This is an optimization exercise on Yosys and OpenROAD, whose aim is small area, a short achievable clock period and few clock cycles, not a production implementation.
The RTL was checked by simulation tests, not by an equivalence proof against the original design.
No activity file was given, so power comes from the tool's default toggle rates.

job 101:
==> flow/design.v (excerpt) <==
module CPU(clk, rst, data_out, data_in, address, memwt, reg0);
clock: 8.0 ns
lec_check: 0
abc_clock_period_in_ps: 3000
cap_margin: 20
core_margin: 2
core_utilization: 50
cts_buf_list: sky130_fd_sc_hd__clkbuf_8
cts_cluster_diameter: 100
cts_cluster_size: 24
place_density: 0.8
setup_slack_margin: 5.0
slew_margin: 20
standard.sh (not shown) runs the stock make flow with config.mk's settings and CLKGATE_MAP_FILE= SYNTH_SCRIPT=/design/flow/synth_recipe.tcl, a recipe that flattens the netlist after the stock synthesis.
==> flow/flow/run.sh <==
#!/bin/bash
# The standard layout (the standard.sh), except that the port buffers are
# plain buf_1 cells: the default choice is a delay cell, slower and larger.
set -euo pipefail
bash standard.sh "BUFFER_PORTS_ARGS=-buffer_cell sky130_fd_sc_hd__buf_1" finish > standard.log 2>&1
Testbench counts of job 101, summed over its fixed seeds: cycles 36,768.
[inputs] job 102 vs job 101
Settings: removing PLACE_DENSITY (formerly 0.8).
==> comparison <==
Comparing job 101 against job 102, there is no change at all in number of buffers added by the clock tree synthesis step.
Job 102 against job 101: post-route core utilization level, count of vias placed by the detailed router lost 509.
Inputs modified between job 102 and job 103:
Settings: CAP_MARGIN changed from 20 to 5; SLEW_MARGIN changed from 20 to 5.
Notes after the runs:
- Number of cells on the critical path, job 102 and job 103: lower on job 103
- As far as number of cells in the design after placement goes, job 103 and job 102 are indistinguishable; the numbers are identical.
- Job 103 vs. job 102: power level; final cell count has remained practically unchanged.
- From job 102 to job 103, met1 capacity usage during global routing did not move at all.
- Looking at job 102 and job 103, the flip-flop and latch share of the layout cell area is a wash.
- Of the two candidates, job 102 has the better via count and job 103 the worse one.
- Changes observed in job 103 relative to job 102: setup skew after layout grew by 0.0044 ns; routed wire length held steady; wire length of the first global-routing pass held steady.
Here is what was changed in the inputs of job 104 compared with job 103.
Settings: changing CAP_MARGIN from 5 to 20; changing CORE_UTILIZATION from 50 to 58; changing SLEW_MARGIN from 5 to 20.
Findings:
Between job 104 and job 103, it is job 104 whose register fraction of the total cell area is lower, by 0.95 points. Status | job 104 and job 103 | clean. Max-slew violation count: job 103 vs job 104 identical. Summary of job 104 over job 103: area growth from synthesis to layout higher, number of gates on the worst path with buffers counted higher.
Input-level comparison between job 105 and job 104:
Settings: GPL_TIMING_DRIVEN now 0, previously not set; CORE_UTILIZATION now 50, was 58.
==> notes.md <==
Taking job 104 as the reference, in job 105 highest cell delay on the worst timing path has increased; layout-stage area growth over the synthesis result has increased. [job 105] maximum frequency rose 2.5 MHz relative to job 104. Job 104 → job 105: sum of met2 wire segment lengths after detailed routing shows a reduction of about 0.7%, routed wire length shows an increase of about 0.7%, number of sinks on the clock net shows no meaningful change, shortest period the worst path allows shows a reduction of 0.022 ns. Relative to job 104, the wire length of the first global-routing pass of job 105 is higher by about 4%.


run 1:
The RTL this note starts from:
==> flow/design.v <==
module CPU(clk, rst, data_out, data_in, address, memwt, reg0);
input clk;
input rst;
input [15:0] data_in;
output [15:0] data_out;
output [11:0] address;
output [15:0] reg0;
output memwt;
reg [15:0] regbank [7:0];
reg [11:0] addr;       
reg        zeroflag;
reg [15:0] opa;        
reg [15:0] opb;        
reg ex_alu, ex_ldi, ex_ld, ex_st, ex_mem;
reg [7:0] ex_we;       
reg [2:0] ex_rd;
reg s_sum, s_and, s_or, s_xor, cin;
assign memwt = ex_st;
assign data_out = opa;
assign address = addr;
assign reg0 = regbank[0];
wire [15:0] g = opa & opb;
wire [15:0] p = opa ^ opb;
wire [15:0] o = opa | opb;
wire [15:0] g0 = {g[15:1], g[0] | (p[0] & cin)};
wire [15:0] p0 = p;
wire [15:0] g1, p1, g2, p2, g3, p3, g4, p4;
genvar i;
generate
    for (i = 0; i < 16; i = i + 1) begin : pfx
        if (i & 1) begin
            assign g1[i] = g0[i] | (p0[i] & g0[i - 1]);
            assign p1[i] = p0[i] & p0[i - 1];
        end else begin
            assign g1[i] = g0[i];
            assign p1[i] = p0[i];
        end
        if (i & 2) begin
            assign g2[i] = g1[i] | (p1[i] & g1[(i & ~3) + 1]);
            assign p2[i] = p1[i] & p1[(i & ~3) + 1];
        end else begin
            assign g2[i] = g1[i];
            assign p2[i] = p1[i];
        end
        if (i & 4) begin
            assign g3[i] = g2[i] | (p2[i] & g2[(i & ~7) + 3]);
            assign p3[i] = p2[i] & p2[(i & ~7) + 3];
        end else begin
            assign g3[i] = g2[i];
            assign p3[i] = p2[i];
        end
        if (i & 8) begin
            assign g4[i] = g3[i] | (p3[i] & g3[7]);
            assign p4[i] = p3[i] & p3[7];
        end else begin
            assign g4[i] = g3[i];
            assign p4[i] = p3[i];
        end
    end
endgenerate
wire [15:0] carry = {g4[14:0], cin};      
wire [15:0] sum = p ^ carry;
wire [15:0] result = ({16{s_sum}} & sum) | ({16{s_and}} & g) |
                     ({16{s_or}} & o) | ({16{s_xor}} & p);
wire z_sum = ~|(p ^ {o[14:0], cin});
wire z_next = (s_sum & z_sum) | (s_and & ~|g) | (s_or & ~|o) | (s_xor & ~|p) |
              ~(s_sum | s_and | s_or | s_xor);
wire [3:0] op = data_in[15:12];
wire [2:0] f = data_in[11:9];
wire [2:0] u = data_in[8:6];
wire [2:0] sa = data_in[8:6];
wire [2:0] sb = data_in[5:3];
wire fetch = ~ex_mem;
wire [11:0] seq = addr + 12'd1;
wire [15:0] ra = (ex_alu && ex_rd == sa) ? result : regbank[sa];
wire [15:0] rb = (ex_alu && ex_rd == sb) ? result : regbank[sb];
wire is_alu = (op == 4'h7);
wire un = is_alu & (f == 3'h7);                  
wire zf_now = ex_alu ? z_next : zeroflag;
wire ldst = (op == 4'h2) | (op == 4'h3);
wire hazard = ex_alu & (ex_rd == sb);
wire take = (op == 4'h5) | ((op == 4'h4) & zf_now);
always @(posedge clk) begin
    opa <= un ? {16{u == 3'h3}} : ra;
    opb <= ldst ? {4'h0, seq} : rb ^ {16{is_alu & ((f == 3'h1) | (un & (u == 3'h1)))}};
    cin <= (f == 3'h1) | (un & (u == 3'h2));
    s_sum <= (f == 3'h0) | (f == 3'h1) | (un & ~u[2]);
    s_and <= (f == 3'h2);
    s_or  <= (f == 3'h3);
    s_xor <= (f == 3'h4);
    ex_rd <= data_in[2:0];
    if (ex_alu)
        regbank[ex_rd] <= result;
    else if (ex_ldi | ex_ld)
        regbank[ex_rd] <= data_in;
    if (rst) begin
        addr <= 12'd0;
        zeroflag <= 1'b0;
        {ex_alu, ex_ldi, ex_ld, ex_st, ex_mem} <= 5'b0;
    end else begin
        zeroflag <= zf_now;
        if (fetch & ldst & hazard) begin
            {ex_alu, ex_ldi, ex_ld, ex_st, ex_mem} <= 5'b0;
        end else if (fetch) begin
            ex_alu <= is_alu;
            ex_ldi <= (op == 4'h1);
            ex_ld  <= (op == 4'h2);
            ex_st  <= (op == 4'h3);
            ex_mem <= (op == 4'h1) | ldst;
            if (ldst)
                addr <= regbank[sb][11:0];
            else if (take)
                addr <= seq + data_in[11:0];
            else
                addr <= seq;
        end else begin
            {ex_alu, ex_ldi, ex_ld, ex_st, ex_mem} <= 5'b0;
            addr <= ex_ldi ? seq : opb[11:0];
        end
    end
end
endmodule
make LEC_CHECK=0 ABC_CLOCK_PERIOD_IN_PS=3000 CAP_MARGIN=20 CORE_MARGIN=2 CORE_UTILIZATION=40 CTS_BUF_LIST=sky130_fd_sc_hd__clkbuf_8 CTS_CLUSTER_DIAMETER=120 CTS_CLUSTER_SIZE=40 SETUP_SLACK_MARGIN=5.0 SLEW_MARGIN=20 finish   # period 8.0 ns
run.sh (not shown) runs the stock make flow with config.mk's settings and CLKGATE_MAP_FILE= SYNTH_SCRIPT=/design/flow/synth_recipe.tcl, a recipe that flattens the netlist after the stock synthesis.
Stock flow here: none of the scripts above is used.
Testbench counts of run 1, summed over its fixed seeds: cycles 36,768.
Changes in run 2 relative to run 1:
- CTS_BUF_LIST removed (was sky130_fd_sc_hd__clkbuf_8)
- CTS_CLUSTER_DIAMETER removed (was 120)
- CTS_CLUSTER_SIZE removed (was 40)
==> flow/flow/run.sh (new file) <==
#!/bin/bash
# The standard layout, except that synthesis leaves adders to abc instead of
# mapping them to the library's full and half adder cells first.
set -euo pipefail
bash standard.sh ADDER_MAP_FILE= finish > standard.log 2>&1
==> flow/standard.sh (new file) <==
#!/bin/bash
# synth_recipe.tcl (not shown) runs the flow's synth.tcl, then flattens the netlist and writes it again
# the make line also repeats each setting of config.mk as NAME=value (left out here)
make -C /OpenROAD-flow-scripts/flow DESIGN_CONFIG=/design/flow/config.mk WORK_HOME=/design/flow/orfs CLKGATE_MAP_FILE= SYNTH_SCRIPT=/design/flow/synth_recipe.tcl "${@:-finish}"
removed: flow/run.sh
Findings:
- Run 2 against run 1: via count of the first global-routing pass shows an increase of 168; area used by sequential logic in the layout shows an increase of 1.1%; post-layout worst setup margin shows a reduction of 0.39 ns; overall power consumption shows an increase of about 7%; sequential power shows an increase of about 4%.
- No stage failed in run 2, and the final checks on the layout all came back clean.
- Run 1 finished all stages; the layout is clean.
- | synthesized-area fraction occupied by and/or/nand/nor cells | run 2 vs run 1 | 1.3 points higher |
- Run 2 vs. run 1: proportion of layout cells with a drive suffix above 1 decreased 1.5 points, hold slack increased 0.034 ns.
For run 3, these inputs were changed with respect to run 2:
==> flow/run.sh (new file) <==
#!/bin/bash
# synth_recipe.tcl (not shown) runs the flow's synth.tcl, then flattens the netlist and writes it again
# the make line also repeats each setting of config.mk as NAME=value (left out here)
make -C /OpenROAD-flow-scripts/flow DESIGN_CONFIG=/design/flow/config.mk WORK_HOME=/design/flow/orfs CLKGATE_MAP_FILE= SYNTH_SCRIPT=/design/flow/synth_recipe.tcl finish
removed: flow/flow/run.sh
removed: flow/standard.sh
==> comparison <==
Power on run 3 is behind run 2.
The slowest stage cell on the critical path comes out a221oi_2 in one run and or4_4 in the other, namely in run 3 and run 2 respectively.
Looking only at final critical-path share of the clock period, and setting everything else aside, the higher value of run 3 and run 2 goes to run 2.
Combinational logic power, run 3 and run 2: larger value in run 3
Run 3 vs run 2 on wire length: run 3 is the higher one.
Die area came out lower on run 3 than on run 2.
Compare run 3 and run 2 | final cell area excluding filler cells lower: run 2
Of run 3 and run 2, run 2 shows the lower wire length on met1, with run 3 above it.
Looking at timing endpoint of the critical path, the regbank[6][7] result is from run 3; the addr[8] one comes from run 2.
diff inputs: run 3 => run 4
- ABC_CLOCK_PERIOD_IN_PS changed from 3000 to 2000
- CORE_UTILIZATION changed from 40 to 60
Notes after the runs:
The final layout from run 4, which completed every stage, passed the timing, DRC and antenna checks at the end of the flow.
Taking run 3 as the reference, in run 4 power after layout went up about 1.1%, final area decreased about 2%, layout overhead on the synthesized area decreased by 2.5 points relative to the old numbers, total track usage increased by 15 points relative to the old numbers, number of buffers inserted to repair setup after CTS rose 5.
Relative to run 3, wire length increased by 9.9% in run 4.

## what the ideal ports hide
The results above use ideal ports. As a check the final layouts listed here were re-extracted and re-timed, cells and wires unchanged. Step 1 (the two cells are an assumption about what drives the block):
set clk [get_ports {clk}]
set_driving_cell -lib_cell sky130_fd_sc_hd__clkbuf_16 $clk
set_driving_cell -lib_cell sky130_fd_sc_hd__buf_2 [delete_from_list [all_inputs] $clk]
Step 2 moves the port delays by t, midway between the first and last clock arrival at a register: inputs arrive t later, outputs are due t later. That takes back most of the time a late clock gives input paths. a / b / c = ideal ports / drivers / drivers and shift; a / b = the first two.
| run | t, ns | slack for setup (ns) | hold slack, ns | worst data-port slew with drivers (ns) |
|---|---|---|---|---|
| job 101 | 0.516 | 4.993 / 5.014 / 4.498 | 0.478 / 0.478 / 0.478 | 0.05 |
| job 102 | 0.524 | 5.058 / 5.058 / 4.537 | 0.480 / 0.480 / 0.480 | 0.06 |
| job 103 | 0.520 | 5.037 / 5.037 / 4.536 | 0.478 / 0.478 / 0.478 | 0.06 |
| job 104 | 0.499 | 5.012 / 5.015 / 4.516 | 0.486 / 0.486 / 0.486 | 0.06 |
| job 105 | 0.522 | 5.034 / 5.045 / 4.523 | 0.472 / 0.472 / 0.472 | 0.06 |
| run 1 | 0.510 | 4.760 / 4.760 / 4.350 | 0.509 / 0.509 / 0.509 | 0.09 |
| run 2 | 0.478 | 4.374 / 4.363 / 3.885 | 0.543 / 0.543 / 0.543 | 0.18 |
| run 3 | 0.481 | 4.740 / 4.740 / 4.364 | 0.524 / 0.524 / 0.524 | 0.08 |
| run 4 | 0.485 | 4.649 / 4.649 / 4.285 | 0.588 / 0.588 / 0.588 | 0.06 |
After both steps every run listed still meets setup and hold. For job 102, which loses most, drivers alone change the setup slack by 0.000 ns; drivers and shift together by -0.521 ns.
